What follows belongs to an exercise in optimizing a design on an open flow for small area and a short achievable clock period; a production flow would make more cautious choices. At most, simulation tests tie the RTL to the original design; equivalence was not proved. Function not checked in run 5: the RTL went through the layout flow alone. Power and IR drop assume default switching activity.

--- flow/run.sh ---
#!/bin/bash
set -euo pipefail
export SETUP_SLACK_MARGIN=6
export BUFFER_PORTS_ARGS="-buffer_cell sky130_fd_sc_hd__buf_4"
bash standard.sh > standard.log 2>&1
--- standard.sh ---
#!/bin/bash
# synth_recipe.tcl (not shown) runs the flow's synth.tcl, then flattens the netlist and writes it again
# the make line also repeats each setting of config.mk as NAME=value (left out here)
make -C /OpenROAD-flow-scripts/flow DESIGN_CONFIG=/design/flow/config.mk WORK_HOME=/design/flow/orfs CLKGATE_MAP_FILE= SYNTH_SCRIPT=/design/flow/synth_recipe.tcl "${@:-finish}"
--- config.mk ---
export PLATFORM = sky130hd
export DESIGN_NAME = full_mult
export DESIGN_NICKNAME = full_mult
export VERILOG_FILES = /design/flow/design.v
export SDC_FILE = /design/flow/constraint.sdc
export NUM_CORES = 4
export LEC_CHECK = 0
export CAP_MARGIN = 20
export CORE_MARGIN = 2
export CORE_UTILIZATION = 60
export CTS_BUF_LIST = sky130_fd_sc_hd__clkbuf_16
export CTS_CLUSTER_DIAMETER = 60
export CTS_CLUSTER_SIZE = 30
export PLACE_DENSITY = 0.75
export SLEW_MARGIN = 20
export TNS_END_PERCENT = 30
--- constraint.sdc ---
create_clock -name core_clock -period 9.0 [get_ports {src_clk}]
set_input_delay 1.8000 -clock core_clock [delete_from_list [all_inputs] [get_ports {src_clk}]]
set_output_delay 1.8000 -clock core_clock [all_outputs]
set_load 0.01 [all_outputs]
--- design.v ---
module mulcs8 (input [7:0] a, input [7:0] b, output [7:0] h0, output [7:0] h1,
               output [1:0] l0, output [1:0] l1, output c6);
    wire t1 = (a[0] & b[6]) ^ (a[1] & b[5]);
    wire t2 = (a[0] & b[6]) & (a[1] & b[5]);
    wire t3 = ~(a[0] & b[7]) ^ (a[1] & b[6]) ^ (a[2] & b[5]);
    wire t4 = (~(a[0] & b[7]) & (a[1] & b[6])) | (~(a[0] & b[7]) & (a[2] & b[5])) | ((a[1] & b[6]) & (a[2] & b[5]));
    wire t5 = (a[3] & b[4]) ^ (a[4] & b[3]);
    wire t6 = (a[3] & b[4]) & (a[4] & b[3]);
    wire t7 = ~(a[1] & b[7]) ^ (a[2] & b[6]) ^ (a[3] & b[5]);
    wire t8 = (~(a[1] & b[7]) & (a[2] & b[6])) | (~(a[1] & b[7]) & (a[3] & b[5])) | ((a[2] & b[6]) & (a[3] & b[5]));
    wire t9 = (a[4] & b[4]) ^ (a[5] & b[3]) ^ (a[6] & b[2]);
    wire t10 = ((a[4] & b[4]) & (a[5] & b[3])) | ((a[4] & b[4]) & (a[6] & b[2])) | ((a[5] & b[3]) & (a[6] & b[2]));
    wire t11 = ~(a[2] & b[7]) ^ (a[3] & b[6]) ^ (a[4] & b[5]);
    wire t12 = (~(a[2] & b[7]) & (a[3] & b[6])) | (~(a[2] & b[7]) & (a[4] & b[5])) | ((a[3] & b[6]) & (a[4] & b[5]));
    wire t13 = (a[0] & b[4]) ^ (a[1] & b[3]);
    wire t14 = (a[0] & b[4]) & (a[1] & b[3]);
    wire t15 = (a[0] & b[5]) ^ (a[1] & b[4]) ^ (a[2] & b[3]);
    wire t16 = ((a[0] & b[5]) & (a[1] & b[4])) | ((a[0] & b[5]) & (a[2] & b[3])) | ((a[1] & b[4]) & (a[2] & b[3]));
    wire t17 = (a[3] & b[2]) ^ (a[4] & b[1]);
    wire t18 = (a[3] & b[2]) & (a[4] & b[1]);
    wire t19 = t1 ^ (a[2] & b[4]) ^ (a[3] & b[3]);
    wire t20 = (t1 & (a[2] & b[4])) | (t1 & (a[3] & b[3])) | ((a[2] & b[4]) & (a[3] & b[3]));
    wire t21 = (a[4] & b[2]) ^ (a[5] & b[1]) ^ (a[6] & b[0]);
    wire t22 = ((a[4] & b[2]) & (a[5] & b[1])) | ((a[4] & b[2]) & (a[6] & b[0])) | ((a[5] & b[1]) & (a[6] & b[0]));
    wire t23 = t3 ^ t5 ^ (a[5] & b[2]);
    wire t24 = (t3 & t5) | (t3 & (a[5] & b[2])) | (t5 & (a[5] & b[2]));
    wire t25 = (a[6] & b[1]) ^ ~(a[7] & b[0]) ^ t2;
    wire t26 = ((a[6] & b[1]) & ~(a[7] & b[0])) | ((a[6] & b[1]) & t2) | (~(a[7] & b[0]) & t2);
    wire t27 = t7 ^ t9 ^ ~(a[7] & b[1]);
    wire t28 = (t7 & t9) | (t7 & ~(a[7] & b[1])) | (t9 & ~(a[7] & b[1]));
    wire t29 = 1'b1 ^ t4 ^ t6;
    wire t30 = (1'b1 & t4) | (1'b1 & t6) | (t4 & t6);
    wire t31 = t11 ^ (a[5] & b[4]) ^ (a[6] & b[3]);
    wire t32 = (t11 & (a[5] & b[4])) | (t11 & (a[6] & b[3])) | ((a[5] & b[4]) & (a[6] & b[3]));
    wire t33 = ~(a[7] & b[2]) ^ t8 ^ t10;
    wire t34 = (~(a[7] & b[2]) & t8) | (~(a[7] & b[2]) & t10) | (t8 & t10);
    wire t35 = ~(a[3] & b[7]) ^ (a[4] & b[6]) ^ (a[5] & b[5]);
    wire t36 = (~(a[3] & b[7]) & (a[4] & b[6])) | (~(a[3] & b[7]) & (a[5] & b[5])) | ((a[4] & b[6]) & (a[5] & b[5]));
    wire t37 = (a[6] & b[4]) ^ ~(a[7] & b[3]) ^ t12;
    wire t38 = ((a[6] & b[4]) & ~(a[7] & b[3])) | ((a[6] & b[4]) & t12) | (~(a[7] & b[3]) & t12);
    wire t39 = ~(a[4] & b[7]) ^ (a[5] & b[6]) ^ (a[6] & b[5]);
    wire t40 = (~(a[4] & b[7]) & (a[5] & b[6])) | (~(a[4] & b[7]) & (a[6] & b[5])) | ((a[5] & b[6]) & (a[6] & b[5]));
    wire t41 = (a[0] & b[3]) ^ (a[1] & b[2]);
    wire t42 = (a[0] & b[3]) & (a[1] & b[2]);
    wire t43 = t13 ^ (a[2] & b[2]) ^ (a[3] & b[1]);
    wire t44 = (t13 & (a[2] & b[2])) | (t13 & (a[3] & b[1])) | ((a[2] & b[2]) & (a[3] & b[1]));
    wire t45 = t15 ^ t17 ^ (a[5] & b[0]);
    wire t46 = (t15 & t17) | (t15 & (a[5] & b[0])) | (t17 & (a[5] & b[0]));
    wire t47 = t19 ^ t21 ^ t16;
    wire t48 = (t19 & t21) | (t19 & t16) | (t21 & t16);
    wire t49 = t23 ^ t25 ^ t20;
    wire t50 = (t23 & t25) | (t23 & t20) | (t25 & t20);
    wire t51 = t27 ^ t29 ^ t24;
    wire t52 = (t27 & t29) | (t27 & t24) | (t29 & t24);
    wire t53 = t31 ^ t33 ^ t28;
    wire t54 = (t31 & t33) | (t31 & t28) | (t33 & t28);
    wire t55 = t35 ^ t37 ^ t32;
    wire t56 = (t35 & t37) | (t35 & t32) | (t37 & t32);
    wire t57 = t39 ^ ~(a[7] & b[4]) ^ t36;
    wire t58 = (t39 & ~(a[7] & b[4])) | (t39 & t36) | (~(a[7] & b[4]) & t36);
    wire t59 = ~(a[5] & b[7]) ^ (a[6] & b[6]) ^ ~(a[7] & b[5]);
    wire t60 = (~(a[5] & b[7]) & (a[6] & b[6])) | (~(a[5] & b[7]) & ~(a[7] & b[5])) | ((a[6] & b[6]) & ~(a[7] & b[5]));
    wire t61 = (a[0] & b[2]) ^ (a[1] & b[1]);
    wire t62 = (a[0] & b[2]) & (a[1] & b[1]);
    wire t63 = t41 ^ (a[2] & b[1]) ^ (a[3] & b[0]);
    wire t64 = (t41 & (a[2] & b[1])) | (t41 & (a[3] & b[0])) | ((a[2] & b[1]) & (a[3] & b[0]));
    wire t65 = t43 ^ (a[4] & b[0]) ^ t42;
    wire t66 = (t43 & (a[4] & b[0])) | (t43 & t42) | ((a[4] & b[0]) & t42);
    wire t67 = t45 ^ t14 ^ t44;
    wire t68 = (t45 & t14) | (t45 & t44) | (t14 & t44);
    wire t69 = t47 ^ t18 ^ t46;
    wire t70 = (t47 & t18) | (t47 & t46) | (t18 & t46);
    wire t71 = t49 ^ t22 ^ t48;
    wire t72 = (t49 & t22) | (t49 & t48) | (t22 & t48);
    wire t73 = t51 ^ t26 ^ t50;
    wire t74 = (t51 & t26) | (t51 & t50) | (t26 & t50);
    wire t75 = t53 ^ t30 ^ t52;
    wire t76 = (t53 & t30) | (t53 & t52) | (t30 & t52);
    wire t77 = t55 ^ t34 ^ t54;
    wire t78 = (t55 & t34) | (t55 & t54) | (t34 & t54);
    wire t79 = t57 ^ t38 ^ t56;
    wire t80 = (t57 & t38) | (t57 & t56) | (t38 & t56);
    wire t81 = t59 ^ t40 ^ t58;
    wire t82 = (t59 & t40) | (t59 & t58) | (t40 & t58);
    wire t83 = ~(a[6] & b[7]) ^ ~(a[7] & b[6]) ^ t60;
    wire t84 = (~(a[6] & b[7]) & ~(a[7] & b[6])) | (~(a[6] & b[7]) & t60) | (~(a[7] & b[6]) & t60);
    wire [15:0] r0 = {1'b0, (a[7] & b[7]), t83, t81, t79, t77, t75, t73, t71, t69, t67, t65, t63, t61, (a[0] & b[1]), (a[0] & b[0])};
    wire [15:0] r1 = {1'b0, t84, t82, t80, t78, t76, t74, t72, t70, t68, t66, t64, t62, (a[2] & b[0]), (a[1] & b[0]), 1'b0};
    wire [5:0] gl = r0[5:0] & r1[5:0];
    wire [5:0] pl = r0[5:0] | r1[5:0];
    wire g10 = gl[1] | (pl[1] & gl[0]);
    wire g32 = gl[3] | (pl[3] & gl[2]), p32 = pl[3] & pl[2];
    wire g54 = gl[5] | (pl[5] & gl[4]), p54 = pl[5] & pl[4];
    wire g30 = g32 | (p32 & g10);
    assign h0 = r0[15:8];
    assign h1 = r1[15:8];
    assign l0 = r0[7:6];
    assign l1 = r1[7:6];
    assign c6 = g54 | (p54 & g30);
endmodule
module full_mult
(
    input  [3:0] we,
    input  src_clk, rst,
    input  signed [7:0] data_m1_real, data_m1_imag, data_m2_real, data_m2_imag,
    input  [6:0] Dir_M1, Dir_M2,
    output signed [7:0] coefficient
);
reg [511:0] m1r, m1i, m2r, m2i;
reg [3:0] wr_we;
reg [5:0] wr_a1, wr_a2;
reg [7:0] wr_d1r, wr_d1i, wr_d2r, wr_d2i;
always @(posedge src_clk) begin
    wr_we  <= we;
    wr_a1  <= Dir_M1[5:0];
    wr_a2  <= Dir_M2[5:0];
    wr_d1r <= data_m1_real;
    wr_d1i <= data_m1_imag;
    wr_d2r <= data_m2_real;
    wr_d2i <= data_m2_imag;
end
integer w;
always @(posedge src_clk) begin
    for (w = 0; w < 8; w = w + 1) begin
        if (we[0] && Dir_M1[5:0] == w) m1r[8*w +: 8] <= data_m1_real;
        if (we[2] && Dir_M1[5:0] == w) m1i[8*w +: 8] <= data_m1_imag;
        if (we[1] && Dir_M2[5:0] == w) m2r[8*w +: 8] <= data_m2_real;
        if (we[3] && Dir_M2[5:0] == w) m2i[8*w +: 8] <= data_m2_imag;
    end
    for (w = 8; w < 64; w = w + 1) begin
        if (wr_we[0] && wr_a1 == w) m1r[8*w +: 8] <= wr_d1r;
        if (wr_we[2] && wr_a1 == w) m1i[8*w +: 8] <= wr_d1i;
        if (wr_we[1] && wr_a2 == w) m2r[8*w +: 8] <= wr_d2r;
        if (wr_we[3] && wr_a2 == w) m2i[8*w +: 8] <= wr_d2i;
    end
end
reg [6:0] n;
reg [7:0] ih, jh, ih2, jh2;
reg sw;
wire [6:0] n_next = n + 7'd1;
always @(posedge src_clk or negedge rst) begin
    if (!rst) begin
        n   <= 7'd0;
        ih  <= 8'd1;
        jh  <= 8'd1;
        ih2 <= 8'd1;
        jh2 <= 8'd1;
        sw  <= 1'b0;
    end else begin
        n   <= n_next;
        jh  <= {jh[6:0], jh[7]};
        if (n[2:0] == 3'd7) ih <= {ih[6:0], ih[7]};
        ih2 <= 8'd1 << n_next[5:3];
        jh2 <= 8'd1 << n_next[2:0];
        if (n[5:0] == 6'd63) sw <= ~sw;
    end
end
reg [63:0] ar, ai, br, bi;
integer r;
always @(*) begin
    ar = 64'd0; ai = 64'd0; br = 64'd0; bi = 64'd0;
    for (r = 0; r < 8; r = r + 1) begin
        ar = ar | (m1r[64*r +: 64] & {64{ih[r]}});
        ai = ai | (m1i[64*r +: 64] & {64{ih2[r]}});
        br = br | (m2r[64*r +: 64] & {64{jh[r]}});
        bi = bi | (m2i[64*r +: 64] & {64{jh2[r]}});
    end
end
reg [63:0] s1_ar, s1_ai, s1_bx, s1_by;
reg s1_im;
always @(posedge src_clk) begin
    s1_ar <= ar;
    s1_ai <= ai;
    s1_bx <= sw ? bi : br;
    s1_by <= n[6] ? br : bi;
    s1_im <= n[6];
end
reg [63:0] s2_hx0, s2_hx1, s2_hy0, s2_hy1;
reg [15:0] s2_lx0, s2_lx1, s2_ly0, s2_ly1;
reg [7:0]  s2_cx6, s2_cy6;
reg s2_im;
wire [63:0] hx0, hx1, hy0, hy1;
wire [15:0] lx0, lx1, ly0, ly1;
wire [7:0]  cx6, cy6;
genvar g;
generate
    for (g = 0; g < 8; g = g + 1) begin : lane
        mulcs8 mx (.a(s1_ar[8*g +: 8]), .b(s1_bx[8*g +: 8]),
                   .h0(hx0[8*g +: 8]), .h1(hx1[8*g +: 8]),
                   .l0(lx0[2*g +: 2]), .l1(lx1[2*g +: 2]), .c6(cx6[g]));
        mulcs8 my (.a(s1_ai[8*g +: 8]), .b(s1_by[8*g +: 8]),
                   .h0(hy0[8*g +: 8]), .h1(hy1[8*g +: 8]),
                   .l0(ly0[2*g +: 2]), .l1(ly1[2*g +: 2]), .c6(cy6[g]));
    end
endgenerate
always @(posedge src_clk) begin
    s2_hx0 <= hx0; s2_hx1 <= hx1; s2_lx0 <= lx0; s2_lx1 <= lx1; s2_cx6 <= cx6;
    s2_hy0 <= hy0; s2_hy1 <= hy1; s2_ly0 <= ly0; s2_ly1 <= ly1; s2_cy6 <= cy6;
    s2_im  <= s1_im;
end
reg [7:0] s2_cx, s2_cy;
integer k;
always @(*) begin
    for (k = 0; k < 8; k = k + 1) begin
        s2_cx[k] = (s2_lx0[2*k+1] & s2_lx1[2*k+1])
                 | ((s2_lx0[2*k+1] | s2_lx1[2*k+1])
                    & ((s2_lx0[2*k] & s2_lx1[2*k]) | ((s2_lx0[2*k] | s2_lx1[2*k]) & s2_cx6[k])));
        s2_cy[k] = (s2_ly0[2*k+1] & s2_ly1[2*k+1])
                 | ((s2_ly0[2*k+1] | s2_ly1[2*k+1])
                    & ((s2_ly0[2*k] & s2_ly1[2*k]) | ((s2_ly0[2*k] | s2_ly1[2*k]) & s2_cy6[k])));
    end
end
wire [31:0] l1x, l1y;
generate
    for (g = 0; g < 4; g = g + 1) begin : avg1
        wire [7:0] xa = s2_hx0[16*g +: 8], xb = s2_hx1[16*g +: 8];
        wire [7:0] xc = s2_hx0[16*g+8 +: 8], xd = s2_hx1[16*g+8 +: 8];
        wire [7:0] xs1 = xa ^ xb ^ xc;
        wire [8:0] xc1 = {(xa & xb) | (xa & xc) | (xb & xc), s2_cx[2*g]};
        wire [8:0] xs2 = {1'b0, xs1} ^ xc1 ^ {1'b0, xd};
        wire [8:0] xk2 = ({1'b0, xs1} & xc1) | ({1'b0, xs1} & {1'b0, xd}) | (xc1 & {1'b0, xd});
        wire [8:0] xsum = xs2 + {xk2[7:0], s2_cx[2*g+1]};
        assign l1x[8*g +: 8] = {~xsum[8], xsum[7:1]};
        wire [7:0] ya = s2_hy0[16*g +: 8], yb = s2_hy1[16*g +: 8];
        wire [7:0] yc = s2_hy0[16*g+8 +: 8], yd = s2_hy1[16*g+8 +: 8];
        wire [7:0] ys1 = ya ^ yb ^ yc;
        wire [8:0] yc1 = {(ya & yb) | (ya & yc) | (yb & yc), s2_cy[2*g]};
        wire [8:0] ys2 = {1'b0, ys1} ^ yc1 ^ {1'b0, yd};
        wire [8:0] yk2 = ({1'b0, ys1} & yc1) | ({1'b0, ys1} & {1'b0, yd}) | (yc1 & {1'b0, yd});
        wire [8:0] ysum = ys2 + {yk2[7:0], s2_cy[2*g+1]};
        assign l1y[8*g +: 8] = {~ysum[8], ysum[7:1]};
    end
endgenerate
reg [31:0] s3_x, s3_y;
reg s3_im;
always @(posedge src_clk) begin
    s3_x  <= l1x;
    s3_y  <= l1y;
    s3_im <= s2_im;
end
wire [7:0] tx, ty;
generate
    for (g = 0; g < 2; g = g + 1) begin : avg23
        wire [31:0] v = g ? s3_y : s3_x;
        wire [6:0] a = {~v[7],  v[6:1]},   b = {~v[15], v[14:9]};
        wire [6:0] c = {~v[23], v[22:17]}, d = {~v[31], v[30:25]};
        wire [6:0] s1 = a ^ b ^ c;
        wire [7:0] c1 = {(a & b) | (a & c) | (b & c), v[0] & v[8]};
        wire [7:0] s2 = {1'b0, s1} ^ c1 ^ {1'b0, d};
        wire [7:0] k2 = ({1'b0, s1} & c1) | ({1'b0, s1} & {1'b0, d}) | (c1 & {1'b0, d});
        wire [8:0] u = {1'b0, s2} + {k2, v[16] & v[24]};
        wire [7:0] t = {~u[8], u[7:1]};
        if (g) begin : gy
            assign ty = t;
        end else begin : gx
            assign tx = t;
        end
    end
endgenerate
reg [7:0] s4_x, s4_y;
reg s4_im;
always @(posedge src_clk) begin
    s4_x  <= tx;
    s4_y  <= ty;
    s4_im <= s3_im;
end
reg signed [8:0] fin;
reg [7:0] s5;
always @(*) begin
    if (s4_im) fin = $signed(s4_x) + $signed(s4_y);
    else       fin = $signed(s4_x) - $signed(s4_y);
end
always @(posedge src_clk)
    s5 <= fin[8:1];
assign coefficient = s5;
endmodule
==> impl_results.md, run 1 <==
* Critical Path AT at 3.75 ns
* First-pass GRT wire length at 433 mm
* CTS Hold Buffers Added at 0
* GRT overflow at 0
* RSZ-0062 raised after global routing: true
* Number of CTS-inserted buffers at 163
* # setup viols final at 0
* Prevailing post-synth register cell: edfxtp_1
* Area contributors post-synth: edfxtp_1 52%, fa_1 12%, dfxtp_1 12%
* Longest Clk Path Bufs at 3
* Switching power at 0.00629 W
* Die area at 199,000 µm²
* DRT Pass-1 Iters at 6
* Commonest cells post-synth: 2,048 x edfxtp_1, 1,032 x a22oi_1, 711 x fa_1, 700 x dfxtp_1, 622 x inv_1
* H-tree lvl count at 4
* Yosys Warn Count at 1
* Final WL at 294 mm
* Critical Path Slowest Stage Cell: dfrtp_2
* Synth Register Bits at 2,788
* Worst flop-to-flop path endpoint: s1_by[2]$_DFF_P_
* Crit Path Max Fanout at 35
* Hold Crit Class: register to register
* Number of global-route vias before repair at 67,900
* Top-count cell post-synth: edfxtp_1
* CP Capture Type: register
* Synth area leader: edfxtp_1
* Worst slew pin tran at between 1 and 1.5 ns
* Worst-case vdd ir drop at 264 µV
* Type of origin of the critical path: register
* # DRC at 0
* Number of port buffers at 57
* Post-Syn Area at 118,000 µm²
* Area Growth Syn to Fin at 7.93%
* Reg-to-reg startpoint: jh2[6]$_DFF_PN0_
* WP data required at 9.63 ns
* Critical Path, Cell by Cell: buf_4, a22oi_1, and4_1, a21oi_1
* Cell family with most CP delay: compound AO/OA/AOI/OAI gates
* Area post-placement at ~120,000 µm²
* MaxCap Viol Count at 0
* Avg WL per Cell at 27.3 µm
* Critical path type: register to register
* Synth cell types at 54
* Worst-skew pair later-pin latency at 0.89 ns
* Initial Util at around three fifths
* Post-DP HPWL at 190 mm
* Synth top area share at 52.3%
* CTS Sinks at ~2,800
* Vert. Die Dim at about 450 µm
* Post-synthesis sequential area ratio at about two thirds
* Vias per cell at 6.25
* Total core area at 195,000 µm²
* Max incr delay on CP at 0.89 ns
* Largest net degree at the start of global routing at 67
* PD cells at 196 nW/µm²
* Final ANT Viol Nets at 0
* Fmax at ~320 MHz
* Comb pwr share at 7.3%
* Initial drt markers at 8,366
* Cell Int Power at approximately 0.019 W
* Initial antenna violation count at 25
* Root Buffer: clkbuf_16
* FP Rows at 162
* CTS tree: yes
* RePlAce Congestion at 0.878
* LEAKAGE at 44.3 nW
* Final hold vios at 0
* GR Util All Layers at between 20% and 30%
* Max Slew Vio Count at 0
* Tmin final at slightly above 3 ns
* Reg clk slew, reported paths at 0.10 ns
* R2R cell count at 4
* Critical path depth in cells at 4
* Post-layout instance area at 127,000 µm²
* Sw frac at 25.3%
* Width of the die at 447 µm
* Ports at 60
* Number of synthesized flops with an enable pin at 2,048
* Clock power share at roughly a third
* Outcome: no timing/DRC/antenna violations
* Nets at 8,962
* Worst setup path end: s1_by[2]$_DFF_P_
* Post-synth ARST share at 1.43%
* Post-Syn Nets at 9,001
* TNS Setup at 0 ns
* WP buf/inv at 1
* FILL cells at approximately 13,000
* Syn Area/Cell at 14.6 µm²
* Worst slew margin at 20.7%
* Synth Instances at 8,042
* R2R Setup Slk at 5.88 ns
* Seq pwr share at 57.4%
* Tcrit/Tclk final at 34.6%
* Clock Skews at 0.0788 ns
* Vias at between 60,000 and 70,000
* Layout cell share with drive strength beyond 1 at 6.51%
* Critical Path Source: jh2[6]$_DFF_PN0_
## state kept, by name, summed over array words and instances, names as in the netlist, 32 cells and up
signal	cells
s1_bx	64
m2r	512
m1r	512
s1_by	64
s1_ai	64
m2i	512
s3_y	32
m1i	512
s1_ar	64
s3_x	32
## logic make-up after synthesis
group / synth area share, %
AO/OA/AOI/OAI: 8.61
XOR/XNOR: 0.417
adder cells (fa/ha/maj): 14.4
buffers and inverters: 2.92
flip-flops: 65.1
multiplexers: 0.0862
AND/OR/NAND/NOR: 8.44
## placed cells by master, fill, tap and decap left out, types with 28 or more instances in the layout
| master | count |
|---|---|
| nand3_1 | 53 |
| edfxtp_1 | 2048 |
| xnor2_1 | 37 |
| and2_1 | 573 |
| dfxtp_2 | 30 |
| nand4_1 | 200 |
| buf_4 | 75 |
| nor2_1 | 438 |
| clkbuf_16 | 164 |
| a21oi_1 | 187 |
| o21ai_0 | 49 |
| nor2b_1 | 39 |
| and4_1 | 67 |
| a22oi_1 | 1032 |
| nand2b_1 | 28 |
| dfxtp_1 | 663 |
| o21a_1 | 32 |
| ha_1 | 196 |
| fa_1 | 705 |
| inv_1 | 621 |
| nand2_1 | 454 |
| clkinv_8 | 28 |
## how the worst min path moves through the flow
stage	from	to	slack, ns	cells after the start
floorplan	s1_im$_DFF_P_	s2_im$_DFF_P_	0.31	0
global placement	s1_im$_DFF_P_	s2_im$_DFF_P_	0.31	0
detailed placement	s1_im$_DFF_P_	s2_im$_DFF_P_	0.32	0
CTS	s3_im$_DFF_P_	s4_im$_DFF_P_	0.34	0
global route	s3_im$_DFF_P_	s4_im$_DFF_P_	0.36	0
finish	s3_im$_DFF_P_	s4_im$_DFF_P_	0.34	0
## metrics by stage
stage,setup WS (ns),util (%),total power (W),cells,hold slack (ns)
2_1_floorplan,5.86,-,0.0155,8042,0.310
3_3_place_gp,5.14,61.8,0.0163,10500,0.312
3_5_place_dp,5.16,61.8,0.0163,10500,0.316
4_1_cts,5.87,65.1,0.0249,10800,0.342
5_1_grt,5.88,65.1,0.0256,10800,0.355
6_report,5.88,65.1,0.0249,10800,0.339
## routing by layer
| layer | routed length, µm | GRT usage (%) | up-vias |
|---|---|---|---|
| met5 | 49 | 0 | - |
| met4 | 15100 | 13.8 | 8 |
| met3 | 31600 | 6.98 | 597 |
| met2 | 138000 | 46.9 | 3645 |
| met1 | 109000 | 39.4 | 34100 |
| li1 | - | - | 29000 |
## cell type report
class,count,area (µm²),area share (%)
inverters,622,2340,1.84
multi-input cells,4348,37700,29.7
clock buffers,164,4100,3.23
clock inverters,141,2100,1.66
well taps,2624,3280,2.59
flip-flops and latches,2788,76700,60.4
diodes,8,20.0,0.0158
repair buffers,80,619,0.488
## what timing repair did
action	CTS	global route
setup buffers	2	3
endpoints found under the setup margin	21	36
pin swaps	2	10
resized for setup	8	28
## power groups by stage
| stage | logic [W] | registers, W | clock network, W |
|---|---|---|---|
| floorplan | 0.00110 | 0.0144 | 0 |
| global placement | 0.00171 | 0.0145 | 0 |
| detailed placement | 0.00175 | 0.0146 | 0 |
| CTS | 0.00179 | 0.0143 | 0.00885 |
| global route | 0.00198 | 0.0143 | 0.00931 |
| finish | 0.00182 | 0.0143 | 0.00879 |
==> run 2, diff against run 1 <==
--- a/config.mk
+++ b/config.mk
@@ -10,7 +10,6 @@
 export CORE_UTILIZATION = 60
 export CTS_BUF_LIST = sky130_fd_sc_hd__clkbuf_16
-export CTS_CLUSTER_DIAMETER = 60
+export CTS_CLUSTER_DIAMETER = 80
 export CTS_CLUSTER_SIZE = 30
 export PLACE_DENSITY = 0.75
 export SLEW_MARGIN = 20
-export TNS_END_PERCENT = 30
==> run 2 against run 1 <==
  * Die area unchanged
  * Sequential cell count unchanged
  * Critical path depth decreased by 3
  * Cell count decreased by 0.69%
  * Sequential power about the same
  * Synthesized cell count unchanged
  * Combinational power about the same
  * Clock power decreased by 22%
  * Core utilization decreased by 1.0 points
  * Count of clock-buffer cells in the layout decreased by 43
  * Sequential share of layout area increased by 0.97 points
  * Critical path type is now register to output port
  * Largest cell class unchanged
  * Largest power group unchanged
==> impl_results.md, run 2 <==
* Outcome: no timing/DRC/antenna violations
* Ports at 60 (unchanged)
* Vias at 67,600 (+0.46%)
* Critical Path Slowest Stage Cell: dfxtp_2
* Final ANT Viol Nets at 0 (unchanged)
* Post-Syn Area at 118,000 µm² (unchanged)
* Synth Instances at 8,042 (unchanged)
* Tmin final at 3.03 ns (-0.0895 ns)
* Sw frac at 24.1% (-1.2 points)
* GRT overflow at 0 (unchanged)
* Post-DP HPWL at 192 mm (+0.94%)
* Synth top area share at 52.3% (unchanged)
* # setup viols final at 0 (unchanged)
* CTS Sinks at 2,788 (unchanged)
* FP Rows at 162 (unchanged)
* Root Buffer: clkbuf_16
* DRT Pass-1 Iters at 6 (unchanged)
* First-pass GRT wire length at 434 mm (+0.34%)
* Most common cell after layout, fill and taps aside: edfxtp_1
* Dpl ws at 5.27 ns (+0.112 ns)
* Yosys Warn Count at 1 (unchanged)
* Commonest cells post-synth: 2,048 x edfxtp_1, 1,032 x a22oi_1, 711 x fa_1, 700 x dfxtp_1, 622 x inv_1
* Clock power share at 29.7% (-5.6 points)
* Vert. Die Dim at 447 µm (unchanged)
* Layout cell share with drive strength beyond 1 at 5.34% (-1.2 points)
* Prevailing post-synth register cell: edfxtp_1
* Max Slew Vio Count at 0 (unchanged)
* Total core area at 195,000 µm² (unchanged)
* WP buf/inv at 1 (unchanged)
* Initial antenna violation count at 23 (-8.0%)
* Type of origin of the critical path: register
* Post-route setup slack at 5.97 ns (+0.0895 ns)
* Critical Path, Cell by Cell: buf_6
* Worst slew pin tran at 1.21 ns (+0.0213 ns)
* GR Util All Layers at 29.8% (+0.056 points)
* Worst slew margin at 19.4% (-1.4 points)
* Number of global-route vias before repair at 67,900 (+0.057%)
* Fmax at 330 MHz (+3.0%)
* Clock Skews at 0.0513 ns (-0.0274 ns)
* Die area at 199,000 µm² (unchanged)
* RePlAce Congestion at 0.892 (+1.6%)
* Post-Syn Nets at 9,001 (unchanged)
* Critical path type: register to output port
* Synth area leader: edfxtp_1
* H-tree lvl count at 3 (-1)
* Synth cell types at 54 (unchanged)
* Most frequent cells in the layout: 2,048 x edfxtp_1, 1,032 x a22oi_1, 700 x fa_1, 670 x inv_1, 655 x dfxtp_1
* # DRC at 0 (unchanged)
* MaxCap Viol Count at 0 (unchanged)
* CP Capture Type: output port
* Worst-case vdd ir drop at 273 µV (+3.1%)
* WP data required at 7.20 ns (-2.43 ns)
* Critical Path AT at 1.23 ns (-2.52 ns)
* Hold Crit Class: register to register
* Post-synth ARST share at 1.43% (unchanged)
* Tcrit/Tclk final at 33.6% (-0.99 points)
* Seq pwr share at 62.3% (+4.9 points)
* Max incr delay on CP at 0.33 ns (-0.56 ns)
* Final hold vios at 0 (unchanged)
* Area contributors post-synth: edfxtp_1 52%, fa_1 12%, dfxtp_1 12%
* Initial Util at 60.3% (unchanged)
* Worst-skew pair later-pin latency at 0.84 ns (-0.05 ns)
* CTS tree: yes
* FILL cells at 13,600 (+1.5%)
* Vias per cell at 6.32 (+1.2%)
* TNS Setup at 0 ns (unchanged)
* Initial drt markers at 8,253 (-1.4%)
* Top-count cell post-synth: edfxtp_1
* Number of synthesized flops with an enable pin at 2,048 (unchanged)
* RSZ-0062 raised after global routing: true
* Synth Register Bits at 2,788 (unchanged)
* Cell family with most CP delay: flip-flops
* Longest Clk Path Bufs at 3 (unchanged)
* Final WL at 296 mm (+0.78%)
* Reg clk slew, reported paths at 0.11 ns (about the same)
* Number of CTS-inserted buffers at 120 (-26%)
* Cell Int Power at 0.0174 W (-6.3%)
* Comb pwr share at 7.9% (+0.6 points)
* Switching power at 0.00552 W (-12%)
* Syn Area/Cell at 14.6 µm² (unchanged)
* Area Growth Syn to Fin at 6.24%
* Post-synthesis sequential area ratio at 65.1% (unchanged)
* Largest net degree at the start of global routing at 71 (+6.0%)
* Avg WL per Cell at 27.7 µm (+1.5%)
* Nets at 8,920 (-0.47%)
* LEAKAGE at 43.5 nW (-1.7%)
* Number of port buffers at 57 (unchanged)
* Width of the die at 447 µm (unchanged)
* Crit Path Max Fanout at 1 (-97%)
* PD cells at 184 nW/µm² (-6.3%)
-- run 2: cell counts after synthesis --
No cell type changed its count.
-- run 2: kinds of logic after synthesis --
kind of cell / after synthesis / share of synthesized area (%)
muxes: 9 / 0.0862
DFF: 2788 / 65.1
AOI/OAI and AO/OA: 1426 / 8.61
buffers and inverters: 906 / 2.92
and+or+nand+nor: 1923 / 8.44
xor gates and xnor gates: 56 / 0.417
adders and majority gates: 934 / 14.4
-- run 2: power by group through the flow --
| stage | clock (W) | combinational (W) | sequential [W] |
|---|---|---|---|
| after floorplan | 0 | 0.00110 | 0.0144 |
| after global placement | 0 | 0.00165 | 0.0146 |
| after detailed placement | 0 | 0.00171 | 0.0146 |
| after CTS | 0.00685 | 0.00175 | 0.0143 |
| after global routing | 0.00728 | 0.00198 | 0.0143 |
| final | 0.00682 | 0.00182 | 0.0143 |
-- run 2: layer usage --
metal | vias up | routed length, µm | GRT usage (%)
met2 | 4004 | 139000 | 47.2
met5 | - | 52 | 0
met1 | 34200 | 107000 | 39.5
li1 | 28800 | - | -
met4 | 8 | 16300 | 13.9
met3 | 627 | 33300 | 6.56
-- run 2: worst reg2reg max path, cell delays in order (launching register included) --
cell      delay (ns)
dfxtp_2         0.33
fa_1            0.55
inv_2           0.04
fa_2            0.47
a211oi_4        0.34
inv_2           0.07
fa_2            0.36
nor2b_1         0.13
o21a_1          0.15
o21a_1          0.18
o31a_1          0.15
o22ai_1         0.08
-- run 2: worst paths after layout --
check	slack, ns	end	startpoint	cells after the start
min reg2reg	0.34	s3_im$_DFF_P_	s2_im$_DFF_P_	0
min in group asynchronous	0.98	jh[6]$_DFF_PN0_	rst	1
max	5.97	coefficient[4]	s5[4]$_DFF_P_	1
max in group asynchronous	7.42	ih2[7]$_DFF_PN0_	rst	1
max reg2reg	6.02	s3_y[23]$_DFF_P_	avg1[2].ya[0]$_DFF_P_	11
min	0.34	s3_im$_DFF_P_	s2_im$_DFF_P_	0
-- run 2: area by class of cell --
cell class                 instances  area (µm²)  share of cell area, %
antenna                            8        20.0                 0.0160
clock buffer                     121        3030                   2.42
clock inverter                   109        1050                  0.844
inverter                         622        2340                   1.87
multi-input combinational       4348       37800                   30.3
sequential                      2788       76700                   61.4
tap                             2624        3280                   2.63
timing repair buffer              81         683                  0.547
-- run 2: per-stage QoR --
step / area (µm²) / utilization [%] / hold WS (ns) / std cells / total power (W)
floorplan: 118000 / - / 0.310 / 8042 / 0.0155
global placement: 120000 / 61.8 / 0.311 / 10500 / 0.0162
detailed placement: 120000 / 61.8 / 0.313 / 10500 / 0.0163
CTS: 125000 / 64.0 / 0.344 / 10700 / 0.0229
global route: 125000 / 64.1 / 0.349 / 10700 / 0.0236
finish: 125000 / 64.1 / 0.337 / 10700 / 0.0229
-- run 2: repair_timing --
action	4_1_cts	5_1_grt
endpoints found under the setup margin	25	33
resized for setup	24	35
hold buffers	0	0
buffers inserted	2	8
pin swaps	3	21
==> run 3, diff against run 2 <==
--- a/config.mk
+++ b/config.mk
@@ -10,5 +10,5 @@
 export CORE_UTILIZATION = 60
 export CTS_BUF_LIST = sky130_fd_sc_hd__clkbuf_16
-export CTS_CLUSTER_DIAMETER = 80
+export CTS_CLUSTER_DIAMETER = 100
 export CTS_CLUSTER_SIZE = 30
 export PLACE_DENSITY = 0.75
==> run 3 against run 2 <==
  * Count of clock-buffer cells in the layout is 12 lower
  * Final area is 0.68% lower
  * Sequential share of layout area is 0.43 points higher
  * Register-to-register slack worse by 0.04 ns
  * Total power is 3.2% lower
  * Core utilization is 0.44 points lower
  * Critical path type unchanged
  * Critical endpoint is now coefficient[5]
  * Largest cell class unchanged
==> impl_results.md, run 3 <==
* Avg WL per Cell at 27.7 µm (about the same)
* # DRC at 0 (unchanged)
* Die area at 199,000 µm² (unchanged)
* GR Util All Layers at 29.7% (-0.088 points)
* Worst slew pin tran at 1.19 ns (-0.0124 ns)
* Initial Util at 60.3% (unchanged)
* Worst-skew pair later-pin latency at 0.82 ns (-0.02 ns)
* Initial drt markers at 8,489 (+2.9%)
* Reg-to-reg startpoint: avg1[1].xc[0]$_DFF_P_
* Post-Syn Area at 118,000 µm² (unchanged)
* Fmax at 326 MHz (-1.4%)
* TNS Setup at 0 ns (unchanged)
* Critical Path AT at 1.27 ns (+0.04 ns)
* RePlAce Congestion at 0.892 (unchanged)
* Total core area at 195,000 µm² (unchanged)
* Post-Syn Nets at 9,001 (unchanged)
* Worst slew margin at 20.2% (+0.84 points)
* Final ANT Viol Nets at 0 (unchanged)
* Vert. Die Dim at 447 µm (unchanged)
* LEAKAGE at 43.2 nW (-0.79%)
* First-pass GRT wire length at 433 mm (-0.38%)
* Critical Path Slowest Stage Cell: dfxtp_2
* Number of port buffers at 57 (unchanged)
* Worst Hold Launch: s2_im$_DFF_P_
* Area contributors post-synth: edfxtp_1 52%, fa_1 12%, dfxtp_1 12%
* Commonest cells post-synth: 2,048 x edfxtp_1, 1,032 x a22oi_1, 711 x fa_1, 700 x dfxtp_1, 622 x inv_1
* Max incr delay on CP at 0.33 ns (about the same)
* Cell family with most CP delay: flip-flops
* Clock Skews at 0.0494 ns (-0.00196 ns)
* FILL cells at 13,700 (+0.82%)
* Critical path type: register to output port
* Type of origin of the critical path: register
* Crit Path Max Fanout at 1 (unchanged)
* Hold Path Sink: s3_im$_DFF_P_
* Layout cell share with drive strength beyond 1 at 4.77% (-0.57 points)
* GRT overflow at 0 (unchanged)
* Sequential Area at 76,700 µm² (about the same)
* Hold Crit Class: register to register
* Post-DP HPWL at 192 mm (unchanged)
* Most common cell after layout, fill and taps aside: edfxtp_1
* Largest net degree at the start of global routing at 71 (unchanged)
* Reg clk slew, reported paths at 0.11 ns (about the same)
* Post-synthesis sequential area ratio at 65.1% (unchanged)
* CTS Hold Buffers Added at 0 (unchanged)
* PD cells at 179 nW/µm² (-2.5%)
* Vias at 67,600 (-0.024%)
* Worst flop-to-flop path endpoint: s3_x[15]$_DFF_P_
* Final hold vios at 0 (unchanged)
* Final core occ at 63.7% (-0.44 points)
* WP data required at 7.20 ns (about the same)
* R2R cell count at 11 (unchanged)
* Synth cell types at 54 (unchanged)
* R2R Setup Slk at 5.98 ns (-0.04 ns)
* Number of global-route vias before repair at 67,500 (-0.63%)
* Number of CTS-inserted buffers at 106 (-12%)
* Longest Clk Path Bufs at 3 (unchanged)
* RSZ-0062 raised after global routing: true
* Area of the multi-input gates at 37,800 µm² (about the same)
* Synth Register Bits at 2,788 (unchanged)
* CTS tree: yes
* Most frequent cells in the layout: 2,048 x edfxtp_1, 1,032 x a22oi_1, 699 x fa_1, 687 x inv_1, 655 x dfxtp_1
* DRT Pass-1 Iters at 6 (unchanged)
* Post-synth ARST share at 1.43% (unchanged)
* CP Capture Type: output port
* WP buf/inv at 1 (unchanged)
* Prevailing post-synth register cell: edfxtp_1
* Syn Area/Cell at 14.6 µm² (unchanged)
* FP Rows at 162 (unchanged)
* # setup viols final at 0 (unchanged)
* Top-count cell post-synth: edfxtp_1
* Tcrit/Tclk final at 34.1% (+0.47 points)
* Nets at 8,906 (-0.16%)
* MaxCap Viol Count at 0 (unchanged)
* Ports at 60 (unchanged)
* Area Growth Syn to Fin at 5.51%
* WHS Path Cells at 0 (unchanged)
* Synth area leader: edfxtp_1
* Width of the die at 447 µm (unchanged)
* CTS Sinks at 2,788 (unchanged)
* Initial antenna violation count at 25 (+8.7%)
* Number of synthesized flops with an enable pin at 2,048 (unchanged)
* Synth Instances at 8,042 (unchanged)
* Worst-case vdd ir drop at 254 µV (-6.8%)
* Synth top area share at 52.3% (unchanged)
* Yosys Warn Count at 1 (unchanged)
* Max Slew Vio Count at 0 (unchanged)
* H-tree lvl count at 3 (unchanged)
* Final WL at 295 mm (-0.35%)
* Critical Path, Cell by Cell: buf_6
* Vias per cell at 6.34 (+0.32%)
* Outcome: no timing/DRC/antenna violations
* Root Buffer: clkbuf_16
* Tmin final at 3.07 ns (+0.0423 ns)
==> run 3: changes by cell type in the layout (fill, tap and decap cells not counted), moves of 3 or more <==
cell        delta
clkinv_8       -3
inv_16         -4
clkinv_4       -3
inv_8          -5
clkinv_2       -4
clkbuf_16     -12
inv_2          -3
clkinv_16      -7
inv_1         +17
inv_12         -3
clkinvlp_4     -3
==> run 3: how the worst max path moves through the flow <==
stage,from,to,depth (start not counted)
after floorplan,Dir_M1[5],m1r[10]$_DFFE_PP_,3
after global placement,Dir_M1[5],m1i[5]$_DFFE_PP_,4
after detailed placement,Dir_M1[5],m1i[3]$_DFFE_PP_,4
after CTS,s5[4]$_DFF_P_,coefficient[4],1
after global routing,s5[5]$_DFF_P_,coefficient[5],1
final,s5[5]$_DFF_P_,coefficient[5],1
==> run 3: layout make-up <==
type | count | area share, %
sequential | 2788 | 61.8
multi-input combinational | 4348 | 30.5
tap | 2624 | 2.65
clock buffer | 109 | 2.20
inverter | 622 | 1.88
timing repair buffer | 81 | 0.528
clock inverter | 85 | 0.413
antenna | 7 | 0.0141
==> run 3: repair_timing <==
| action | CTS | global route |
|---|---|---|
| pin swaps | 3 | 24 |
| resized for setup | 24 | 38 |
| buffers inserted | 2 | 10 |
| setup endpoints to repair | 25 | 35 |
==> run 3: routing by layer <==
layer | global-route usage, % | vias to the layer above | wire, µm
li1 | - | 28700 | -
met1 | 39.8 | 34200 | 108000
met2 | 46.8 | 4053 | 138000
met3 | 6.00 | 631 | 33000
met4 | 14.4 | 10 | 16600
met5 | 0 | - | 68
==> run 3: where the power goes <==
group / leakage [nW] / total, W / switching [W] / internal [W]
Combinational: 16.7 / 0.00182 / 0.00109 / 0.000731
Sequential: 24.7 / 0.0143 / 0.000306 / 0.0140
Clock: 1.82 / 0.00609 / 0.00382 / 0.00228
==> run 3: stage by stage <==
stage	cell area, µm²	total power (W)	worst slack (ns)	hold slack (ns)	std cells
floorplan	118000	0.0155	6.07	0.310	8042
global route	124000	0.0229	5.89	0.352	10700
detailed placement	120000	0.0163	5.27	0.313	10500
CTS	124000	0.0222	5.88	0.342	10600
global placement	120000	0.0162	5.28	0.311	10500
finish	124000	0.0222	5.93	0.344	10700
==> run 3: cells by family after synthesis <==
| family | share of synthesized area (%) |
|---|---|
| flip-flops | 65.1 |
| adder cells (fa/ha/maj) | 14.4 |
| AO/OA/AOI/OAI | 8.61 |
| AND/OR/NAND/NOR | 8.44 |
| buffers and inverters | 2.92 |
| XOR/XNOR | 0.417 |
| multiplexers | 0.0862 |
==> run 4, diff against run 3 <==
--- a/config.mk
+++ b/config.mk
@@ -10,6 +10,6 @@
 export CORE_UTILIZATION = 60
 export CTS_BUF_LIST = sky130_fd_sc_hd__clkbuf_16
-export CTS_CLUSTER_DIAMETER = 100
-export CTS_CLUSTER_SIZE = 30
+export CTS_CLUSTER_DIAMETER = 50
+export CTS_CLUSTER_SIZE = 36
 export PLACE_DENSITY = 0.75
 export SLEW_MARGIN = 20
==> run 4 against run 3 <==
  * Total power up 18%
  * Worst setup slack got worse by 0.061 ns
  * Cell count is 2.0% higher
  * Final area rose by 3.7%
  * Hold slack got worse by 0.018 ns
  * Largest cell class unchanged
  * Core utilization is 2.3 points higher
  * Non-clock buffer count increased by 3
  * Critical path type unchanged
  * Die area unchanged
  * Via count increased by 1.5%
==> impl_results.md, run 4 <==
* Outcome: no timing/DRC/antenna violations
* DRT Pass-1 Iters at 8 (+2)
* Longest Clk Path Bufs at 3 (unchanged)
* TNS Setup at 0 ns (unchanged)
* Synth top area share at 52.3% (unchanged)
* Root Buffer: clkbuf_16
* RePlAce Congestion at 0.892 (unchanged)
* GRT overflow at 0 (unchanged)
* Critical Path, Cell by Cell: buf_6
* Met3 Routed Length at 33.0 mm (about the same)
* CP Capture Type: output port
* CTS Sinks at 2,788 (unchanged)
* Tmin final at 3.13 ns (+0.0614 ns)
* Initial drt markers at 8,554 (+0.77%)
* Prevailing post-synth register cell: edfxtp_1
* Synth area leader: edfxtp_1
* Top-count cell post-synth: edfxtp_1
* Worst-case vdd ir drop at 246 µV (-3.1%)
* Critical path depth in cells at 1 (unchanged)
* Final ANT Viol Nets at 0 (unchanged)
* Worst slew margin at 18.7% (-1.5 points)
* Area contributors post-synth: edfxtp_1 52%, fa_1 12%, dfxtp_1 12%
* Met2 wire length at 143 mm (+3.2%)
* Post-Syn Area at 118,000 µm² (unchanged)
* Yosys Warn Count at 1 (unchanged)
* Number of port buffers at 57 (unchanged)
* Initial Util at 60.3% (unchanged)
* Comb pwr share at 6.9% (-1.3 points)
* Critical Path AT at 1.33 ns (+0.06 ns)
* Top sig layer: met5
* WP buf/inv at 1 (unchanged)
* Post-DP HPWL at 192 mm (unchanged)
* CTS tree: yes
* Clock Skews at 0.0764 ns (+0.0270 ns)
* MaxCap Viol Count at 0 (unchanged)
* Tcrit/Tclk final at 34.8% (+0.68 points)
* Width of the die at 447 µm (unchanged)
* Layout cell share with drive strength beyond 1 at 7.71% (+2.9 points)
* Critical Path Slowest Stage Cell: dfxtp_2
* PD cells at 204 nW/µm² (+14%)
* Reg clk slew, reported paths at 0.10 ns (about the same)
* Area Growth Syn to Fin at 9.38%
* Most common cell after layout, fill and taps aside: edfxtp_1
* Clock power share at 38.7% (+11 points)
* LEAKAGE at 45.2 nW (+4.6%)
* Post-Syn Nets at 9,001 (unchanged)
* Number of global-route vias before repair at 69,200 (+2.5%)
* Ports at 60 (unchanged)
* Largest net degree at the start of global routing at 71 (unchanged)
* Critical path type: register to output port
* Nets at 9,010 (+1.2%)
* Post-layout instance area at 129,000 µm² (+3.7%)
* CTS Hold Buffers Added at 0 (unchanged)
* Sw frac at 25.3% (+1.8 points)
* Most frequent cells in the layout: 2,048 x edfxtp_1, 1,032 x a22oi_1, 701 x fa_1, 649 x dfxtp_1, 634 x inv_1
* Crit Path Max Fanout at 1 (unchanged)
* H-tree lvl count at 4 (+1)
* Die area at 199,000 µm² (unchanged)
* Synth cell types at 54 (unchanged)
* Commonest cells post-synth: 2,048 x edfxtp_1, 1,032 x a22oi_1, 711 x fa_1, 700 x dfxtp_1, 622 x inv_1
* Cell Int Power at 0.0196 W (+15%)
* Worst-skew pair later-pin latency at 0.91 ns (+0.09 ns)
* Synth Register Bits at 2,788 (unchanged)
* Reg-to-reg startpoint: avg1[1].xc[0]$_DFF_P_
* First-pass GRT wire length at 442 mm (+2.3%)
* FP Rows at 162 (unchanged)
* Number of CTS-inserted buffers at 207 (+95%)
* Vert. Die Dim at 447 µm (unchanged)
* Synth Instances at 8,042 (unchanged)
* Syn Area/Cell at 14.6 µm² (unchanged)
* Worst flop-to-flop path endpoint: s3_x[15]$_DFF_P_
* Final WL at 301 mm (+2.0%)
* Number of synthesized flops with an enable pin at 2,048 (unchanged)
* Worst setup path end: coefficient[5]
* R2R cell count at 11 (unchanged)
* Initial antenna violation count at 15 (-40%)
* Fmax at 319 MHz (-2.0%)
* Total core area at 195,000 µm² (unchanged)
* Critical Path Source: s5[5]$_DFF_P_
* WP data required at 7.20 ns (about the same)
* Switching power at 0.00664 W (+28%)
* RSZ-0062 raised after global routing: true
* Max incr delay on CP at 0.33 ns (about the same)
* Seq pwr share at 54.4% (-10 points)
* Post-synth ARST share at 1.43% (unchanged)
* # DRC at 0 (unchanged)
* Post-synthesis sequential area ratio at 65.1% (unchanged)
* Type of origin of the critical path: register
* Worst slew pin tran at 1.22 ns (+0.0231 ns)
* Max Slew Vio Count at 0 (unchanged)
* Vias at 68,600 (+1.5%)
* Metal-1 WL at 109 mm (+1.2%)
* Avg WL per Cell at 27.7 µm (about the same)
* R2R Setup Slk at 5.91 ns (-0.07 ns)
* Vias per cell at 6.31 (-0.46%)
* Final hold vios at 0 (unchanged)
* Hold Crit Class: register to register
* GR Util All Layers at 30.4% (+0.73 points)
* Cell family with most CP delay: flip-flops
* Area post-placement at 120,000 µm² (unchanged)
* # setup viols final at 0 (unchanged)
## run 4: power by group through the flow
| stage | Combinational (W) | Sequential (W) | Clock, W |
|---|---|---|---|
| after floorplan | 0.00110 | 0.0144 | 0 |
| after global placement | 0.00165 | 0.0146 | 0 |
| after detailed placement | 0.00171 | 0.0146 | 0 |
| after CTS | 0.00175 | 0.0143 | 0.0102 |
| after global routing | 0.00198 | 0.0143 | 0.0107 |
| final | 0.00182 | 0.0143 | 0.0102 |
## run 4: how the worst min path moves through the flow
stage / from / end / slack [ns] / depth (start not counted)
2_1_floorplan: s1_im$_DFF_P_ / s2_im$_DFF_P_ / 0.31 / 0
6_report: s1_im$_DFF_P_ / s2_im$_DFF_P_ / 0.33 / 0
5_1_grt: s1_im$_DFF_P_ / s2_im$_DFF_P_ / 0.32 / 0
3_3_place_gp: s2_im$_DFF_P_ / s3_im$_DFF_P_ / 0.31 / 0
3_5_place_dp: s1_im$_DFF_P_ / s2_im$_DFF_P_ / 0.31 / 0
4_1_cts: s1_im$_DFF_P_ / s2_im$_DFF_P_ / 0.31 / 0
## run 4: repair_timing
item                       4_1_cts  5_1_grt
gates resized for setup         24       39
pin swaps                        3       24
setup endpoints to repair       23       36
setup buffers                    2       12
## run 4: final cells by class
| cell class | count | area (µm²) |
|---|---|---|
| sequential | 2788 | 76700 |
| fill | 13200 | 66200 |
| clock buffer | 207 | 5180 |
| antenna | 10 | 25.0 |
| inverter | 622 | 2340 |
| tap | 2624 | 3280 |
| timing repair buffer | 84 | 681 |
| multi-input combinational | 4348 | 37800 |
| clock inverter | 189 | 2590 |
## run 4: cells by family (layout without fill, tap and decap cells)
group / after synthesis / after routing / share of synthesized area (%)
buf+inv: 906 / 1102 / 2.92
flops: 2788 / 2788 / 65.1
xor+xnor: 56 / 56 / 0.417
other cells: 0 / 10 / 0
compound gates: 1426 / 1426 / 8.61
fa+ha+maj: 934 / 934 / 14.4
simple gates: 1923 / 1923 / 8.44
mux: 9 / 9 / 0.0862
## run 4: worst register-to-register path, cell delays in order, from the launching register on
cell      delay [ns]
dfxtp_2         0.33
fa_1            0.54
inv_2           0.04
fa_2            0.49
a211oi_4        0.32
inv_2           0.07
fa_2            0.35
nor2b_1         0.13
o21a_1          0.15
o21a_1          0.19
o31a_1          0.22
o22ai_2         0.10
## run 4: layer usage
metal  vias to the layer above  global-route usage [%]
met4                         8                    14.8
met1                     34600                    40.3
met2                      4140                    48.2
li1                      29100                       -
met3                       679                    6.52
met5                         -                       0
## run 4: through the flow
step	hold WS (ns)	utilization [%]	setup WS (ns)	cells	power, W
2_1_floorplan	0.310	-	6.07	8042	0.0155
3_3_place_gp	0.311	61.8	5.28	10500	0.0162
3_5_place_dp	0.313	61.8	5.27	10500	0.0163
4_1_cts	0.313	65.9	5.81	10800	0.0263
5_1_grt	0.321	66.0	5.83	10900	0.0270
6_report	0.325	66.0	5.87	10900	0.0263
==> run 5, diff against run 4 <==
==> design.v (replaced) <==
module full_mult
(
    input  [3:0] we,
    input  src_clk, rst,
    input  signed [7:0] data_m1_real, data_m1_imag, data_m2_real, data_m2_imag,
    input  [6:0] Dir_M1, Dir_M2,
    output signed [7:0] coefficient
);
reg [511:0] m1r, m1i, m2r, m2i;
integer w;
always @(posedge src_clk) begin
    for (w = 0; w < 64; w = w + 1) begin
        if (we[0] && Dir_M1[5:0] == w) m1r[8*w +: 8] <= data_m1_real;
        if (we[2] && Dir_M1[5:0] == w) m1i[8*w +: 8] <= data_m1_imag;
        if (we[1] && Dir_M2[5:0] == w) m2r[8*w +: 8] <= data_m2_real;
        if (we[3] && Dir_M2[5:0] == w) m2i[8*w +: 8] <= data_m2_imag;
    end
end
reg [6:0] n;
reg [7:0] ih, jh;    
always @(posedge src_clk or negedge rst) begin
    if (!rst) begin
        n  <= 7'd0;
        ih <= 8'd1;
        jh <= 8'd1;
    end else begin
        n  <= n + 7'd1;
        jh <= {jh[6:0], jh[7]};
        if (n[2:0] == 3'd7) ih <= {ih[6:0], ih[7]};
    end
end
reg [63:0] ar, ai, br, bi;
integer r;
always @(*) begin
    ar = 64'd0; ai = 64'd0; br = 64'd0; bi = 64'd0;
    for (r = 0; r < 8; r = r + 1) begin
        ar = ar | (m1r[64*r +: 64] & {64{ih[r]}});
        ai = ai | (m1i[64*r +: 64] & {64{ih[r]}});
        br = br | (m2r[64*r +: 64] & {64{jh[r]}});
        bi = bi | (m2i[64*r +: 64] & {64{jh[r]}});
    end
end
reg [63:0] s1_ar, s1_ai, s1_bx, s1_by;
reg s1_im;
always @(posedge src_clk) begin
    s1_ar <= ar;
    s1_ai <= ai;
    s1_bx <= n[6] ? bi : br;
    s1_by <= n[6] ? br : bi;
    s1_im <= n[6];
end
reg [63:0] s2_px, s2_py;
reg s2_im;
integer k;
reg signed [15:0] tx, ty;
always @(posedge src_clk) begin
    for (k = 0; k < 8; k = k + 1) begin
        tx = $signed(s1_ar[8*k +: 8]) * $signed(s1_bx[8*k +: 8]);
        ty = $signed(s1_ai[8*k +: 8]) * $signed(s1_by[8*k +: 8]);
        s2_px[8*k +: 8] <= tx[15:8];
        s2_py[8*k +: 8] <= ty[15:8];
    end
    s2_im <= s1_im;
end
reg [31:0] s3_x, s3_y;
reg s3_im;
integer q;
reg signed [8:0] sx, sy;
always @(posedge src_clk) begin
    for (q = 0; q < 4; q = q + 1) begin
        sx = $signed(s2_px[16*q +: 8]) + $signed(s2_px[16*q+8 +: 8]);
        sy = $signed(s2_py[16*q +: 8]) + $signed(s2_py[16*q+8 +: 8]);
        s3_x[8*q +: 8] <= sx[8:1];
        s3_y[8*q +: 8] <= sy[8:1];
    end
    s3_im <= s2_im;
end
reg signed [8:0] lx0, lx1, ly0, ly1, lx, ly;
reg [7:0] s4_x, s4_y;
reg s4_im;
always @(*) begin
    lx0 = $signed(s3_x[7:0])   + $signed(s3_x[15:8]);
    lx1 = $signed(s3_x[23:16]) + $signed(s3_x[31:24]);
    ly0 = $signed(s3_y[7:0])   + $signed(s3_y[15:8]);
    ly1 = $signed(s3_y[23:16]) + $signed(s3_y[31:24]);
    lx  = $signed(lx0[8:1]) + $signed(lx1[8:1]);
    ly  = $signed(ly0[8:1]) + $signed(ly1[8:1]);
end
always @(posedge src_clk) begin
    s4_x  <= lx[8:1];
    s4_y  <= ly[8:1];
    s4_im <= s3_im;
end
reg signed [8:0] fin;
reg [7:0] s5;
always @(*) begin
    if (s4_im) fin = $signed(s4_x) + $signed(s4_y);
    else       fin = $signed(s4_x) - $signed(s4_y);
end
always @(posedge src_clk)
    s5 <= fin[8:1];
assign coefficient = s5;
endmodule
==> run.sh (new file) <==
#!/bin/bash
# synth_recipe.tcl (not shown) runs the flow's synth.tcl, then flattens the netlist and writes it again
# the make line also repeats each setting of config.mk as NAME=value (left out here)
make -C /OpenROAD-flow-scripts/flow DESIGN_CONFIG=/design/flow/config.mk WORK_HOME=/design/flow/orfs CLKGATE_MAP_FILE= SYNTH_SCRIPT=/design/flow/synth_recipe.tcl finish
==> config.mk (replaced) <==
export PLATFORM = sky130hd
export DESIGN_NAME = full_mult
export DESIGN_NICKNAME = full_mult
export VERILOG_FILES = /design/flow/design.v
export SDC_FILE = /design/flow/constraint.sdc
export NUM_CORES = 4
export LEC_CHECK = 0
export CAP_MARGIN = 20
export CORE_MARGIN = 2
export CORE_UTILIZATION = 25
export PLACE_DENSITY = 0.45
export SLEW_MARGIN = 20
removed: flow/run.sh
removed: standard.sh
==> run 5 against run 4 <==
  * Largest power group unchanged
  * Cell count rose by 51%
  * Count of clock-buffer cells in the layout up 185
  * Sequential cell count shrank 241
  * Hold slack improved by 0.00069 ns
  * Critical path depth rose by 13
  * Sequential power down about 10%
  * Sequential share of layout area decreased by 9.9 points
  * Worst setup slack lost 2.2 ns
==> impl_results.md, run 5 <==
* Outcome: no timing/DRC/antenna violations
* # DRC at 0 (unchanged)
* Mux contribution to synthesized area at 0.231% (+0.14 points)
* Synth area leader: edfxtp_1
* Cts repair resizes at 0 (-100%)
* Initial drt markers at 5,134 (-40%)
* CP Capture Type: register
* GR Util All Layers at 14.0% (-16 points)
* Cell Int Power at 0.0198 W (+0.59%)
* Type of origin of the critical path: register
* RSZ-0062 raised after global routing: false
* Adder-Cell Fraction of Synth Area at 19.1% (+4.7 points)
* Synth Instances at 9,346 (+16%)
* Xor/xnor share of the synthesized area at 1.97% (+1.6 points)
* Clock power share at 47.5% (+8.8 points)
* Longest Clk Path Bufs at 4 (+1)
* Seq pwr share at 51.4% (-3.0 points)
* Syn Area/Cell at 13.5 µm² (-7.8%)
* Setup repair bufs after CTS at 0 (-2)
* RePlAce Congestion at 0.825 (-7.5%)
* Die area at 509,000 µm² (+160%)
* Crit Path Max Fanout at 8 (+7)
* Worst-skew pair later-pin latency at 0.91 ns (about the same)
* Reg clk slew, reported paths at 0.06 ns (-0.04 ns)
* Critical path type: register to register
* Area post-placement at 135,000 µm² (+12%)
* Most common cell after layout, fill and taps aside: edfxtp_1
* Yosys Warn Count at 1 (unchanged)
* Root Buffer: clkbuf_16
* Tmin final at 5.29 ns (+2.16 ns)
* Post-Syn Nets at 10,800 (+20%)
* CTS tree: yes
* Area contributors post-synth: edfxtp_1 49%, fa_1 14%, dfxtp_1 7.6%
* Width of the die at 714 µm (+60%)
* Vias per cell at 4.48 (-29%)
* FP Rows at 260 (+60%)
* Critical Path AT at 5.99 ns (+4.66 ns)
* CTS Hold Buffers Added at 0 (unchanged)
* Vias at 73,800 (+7.5%)
* H-tree lvl count at 5 (+1)
* Sw frac at 20.6% (-4.6 points)
* Avg WL per Cell at 22.1 µm (-20%)
* Fmax at 189 MHz (-41%)
* Clock Skews at 0.0635 ns (-0.0128 ns)
* Number of CTS-inserted buffers at 293 (+42%)
* Synth cell types at 58 (+7.4%)
* First-pass GRT wire length at 533 mm (+20%)
* Worst slew pin tran at 1.27 ns (+0.0534 ns)
* Ports at 60 (unchanged)
* Fin Hold WS at 0.326 ns (+0.000693 ns)
* Final ANT Viol Nets at 0 (unchanged)
* Prevailing post-synth register cell: edfxtp_1
* Layout cell share with drive strength beyond 1 at 6.53% (-1.2 points)
* TNS Setup at 0 ns (unchanged)
* Max Slew Vio Count at 0 (unchanged)
* Post-Syn Area at 126,000 µm² (+7.1%)
* Top-count cell post-synth: edfxtp_1
* Comb pwr share at 1.2% (-5.7 points)
* Simple-gate area share of the yosys netlist at 8.55% (+0.12 points)
* Most frequent cells in the layout: 2,048 x edfxtp_1, 1,215 x inv_1, 1,024 x a22oi_1, 863 x fa_1, 633 x and2_1
* Initial antenna violation count at 28 (+13)
* Tcrit/Tclk final at 58.8% (+24 points)
* Post-layout instance area at 144,000 µm² (+12%)
* Post-synthesis compound-gate area fraction at 8.86% (+0.24 points)
* DRT Pass-1 Iters at 5 (-3)
* Commonest cells post-synth: 2,048 x edfxtp_1, 1,216 x inv_1, 1,024 x a22oi_1, 863 x fa_1, 633 x and2_1
* Area Growth Syn to Fin at 14.4%
* WP data required at 9.69 ns (+2.49 ns)
* Final WL at 364 mm (+21%)
* Worst-case vdd ir drop at 168 µV (-32%)
* Final hold vios at 0 (unchanged)
* Number of synthesized flops with an enable pin at 2,048 (unchanged)
* Hold Crit Class: register to register
* Switching power at 0.00514 W (-23%)
* Vert. Die Dim at 714 µm (+60%)
* Number of port buffers at 57 (unchanged)
* GRT overflow at 0 (unchanged)
* Nets at 11,000 (+22%)
* Post-synthesis sequential area ratio at 56.9% (-8.2 points)
* Total core area at 502,000 µm² (+160%)
* # setup viols final at 0 (unchanged)
* Post-synth ARST share at 0.903% (-0.53 points)
* Worst slew margin at 14.7% (-3.9 points)
* CTS Sinks at 2,547 (-8.6%)
* MaxCap Viol Count at 0 (unchanged)
* Synth Register Bits at 2,547 (-8.6%)
* PD cells at 173 nW/µm² (-15%)
* Post-DP HPWL at 244 mm (+27%)
* Largest family of logic cells by synthesized area: adder cells
* Initial Util at 25.1% (-35 points)
* Largest net degree at the start of global routing at 98 (+38%)
* LEAKAGE at 53.8 nW (+19%)
* Synth top area share at 48.8% (-3.5 points)
* Number of global-route vias before repair at 77,900 (+13%)
-- run 5: changes by cell type in the layout (fill, tap and decap cells not counted), moves of 50 or more --
| cell | delta |
|---|---|
| a21oi_1 | +74 |
| and2_1 | +60 |
| clkbuf_1 | +75 |
| clkbuf_16 | +95 |
| dfxtp_1 | -173 |
| fa_1 | +162 |
| ha_1 | +344 |
| inv_1 | +581 |
| nand2_1 | -181 |
| nor2_1 | +69 |
| nor2b_1 | +76 |
| o21ai_0 | +53 |
| xnor2_1 | +172 |
| xor2_1 | +50 |
-- run 5: logic make-up (layout without fill, tap and decap cells) --
family | count (synthesis) | after routing
muxes | 26 | 26
adders and majority gates | 1403 | 1403
other | 0 | 12
AOI/OAI and AO/OA | 1591 | 1591
and+or+nand+nor | 2010 | 2010
buffers and inverters | 1486 | 1899
xor gates and xnor gates | 283 | 283
DFF | 2547 | 2547
-- run 5: worst max-delay path: stages (launching register included) --
cell and delay, ns:
dfxtp_1 0.54, nand2_1 0.14, fa_1 0.56, inv_1 0.06, fa_1 0.49, fa_1 0.50, inv_1 0.06, fa_1 0.48
inv_1 0.05, ha_1 0.20, or3_1 0.39, o211a_1 0.28, o41ai_2 0.42, o21bai_1 0.13, xor2_1 0.82
-- run 5: power groups by stage --
stage | registers (W) | logic (W) | clock network, W
after floorplan | 0.0130 | 0.0000385 | 0
after global placement | 0.0130 | 0.000281 | 0
after detailed placement | 0.0130 | 0.000292 | 0
after CTS | 0.0128 | 0.000293 | 0.0121
after global routing | 0.0128 | 0.000310 | 0.0125
final | 0.0128 | 0.000289 | 0.0118
-- run 5: layout make-up --
cell class              instances  area (µm²)
fillers                     50700      358000
flip-flops and latches       2547       71700
multi-input cells            5313       48800
well taps                    6681        8360
clock buffers                 392        8030
inverters                    1216        4570
clock inverters               141        1430
repair buffers                150        1140
diodes                         12        30.0
-- run 5: per-stage QoR --
stage / power, W / instances / utilization (%) / setup WS, ns
global route: 0.0256 / 16400 / 28.7 / 3.47
CTS: 0.0252 / 16400 / 28.7 / 3.70
detailed placement: 0.0133 / 15900 / 26.8 / 3.68
finish: 0.0249 / 16500 / 28.7 / 3.71
global placement: 0.0133 / 15900 / 26.8 / 3.63
floorplan: 0.0131 / 9346 / - / 4.65
-- run 5: final timing paths --
kind | from | end | slack [ns] | cells past startpoint
worst max-delay path | s1_by[26]$_DFF_P_ | s2_py[30]$_DFF_P_ | 3.71 | 14
worst min-delay path | s2_im$_DFF_P_ | s3_im$_DFF_P_ | 0.33 | 0
worst max register to register | s1_by[26]$_DFF_P_ | s2_py[30]$_DFF_P_ | 3.71 | 14
worst min register to register | s2_im$_DFF_P_ | s3_im$_DFF_P_ | 0.33 | 0
max in group asynchronous | rst | n[6]$_DFF_PN0_ | 7.38 | 1
min in group asynchronous | rst | jh[1]$_DFF_PN0_ | 0.98 | 1
-- run 5: per-layer routing --
| layer | track usage, % | wire length [µm] | share of wire [%] |
|---|---|---|---|
| met5 | 0 | 22 | 0.0060 |
| met1 | 18.6 | 161000 | 44 |
| met3 | 1.91 | 17500 | 4.8 |
| met2 | 24.4 | 179000 | 49 |
| met4 | 2.94 | 7080 | 1.9 |

==> port drivers added, routing unchanged <==
The results above use ideal ports. As a check the final layouts listed here were re-extracted and re-timed, cells and wires unchanged.
Step 1 assumes that a clkbuf_16 drives the clock port and a buf_2 every other input.
Step 2 times the ports against the registers' clock, not the clock port: input delays grow and output delays shrink by t, the midpoint of the rising clock arrivals with the driver on.
Slacks: no drivers / after step 1 / after step 2; pairs: no drivers / after step 1.
run	t, ns	slack for setup (ns)	cell pins on the clock port's net
run 1	0.943	5.884 / 5.851 / 5.114	1
run 2	0.895	5.974 / 5.894 / 5.168	1
run 3	0.886	5.931 / 5.845 / 5.207	1
run 4	0.961	5.870 / 5.781 / 5.188	1
run 5	0.978	3.707 / 3.707 / 3.707	1
After both steps every run listed still meets setup and hold. For run 2, which loses most, drivers alone change the setup slack by -0.080 ns; drivers and shift together by -0.806 ns.
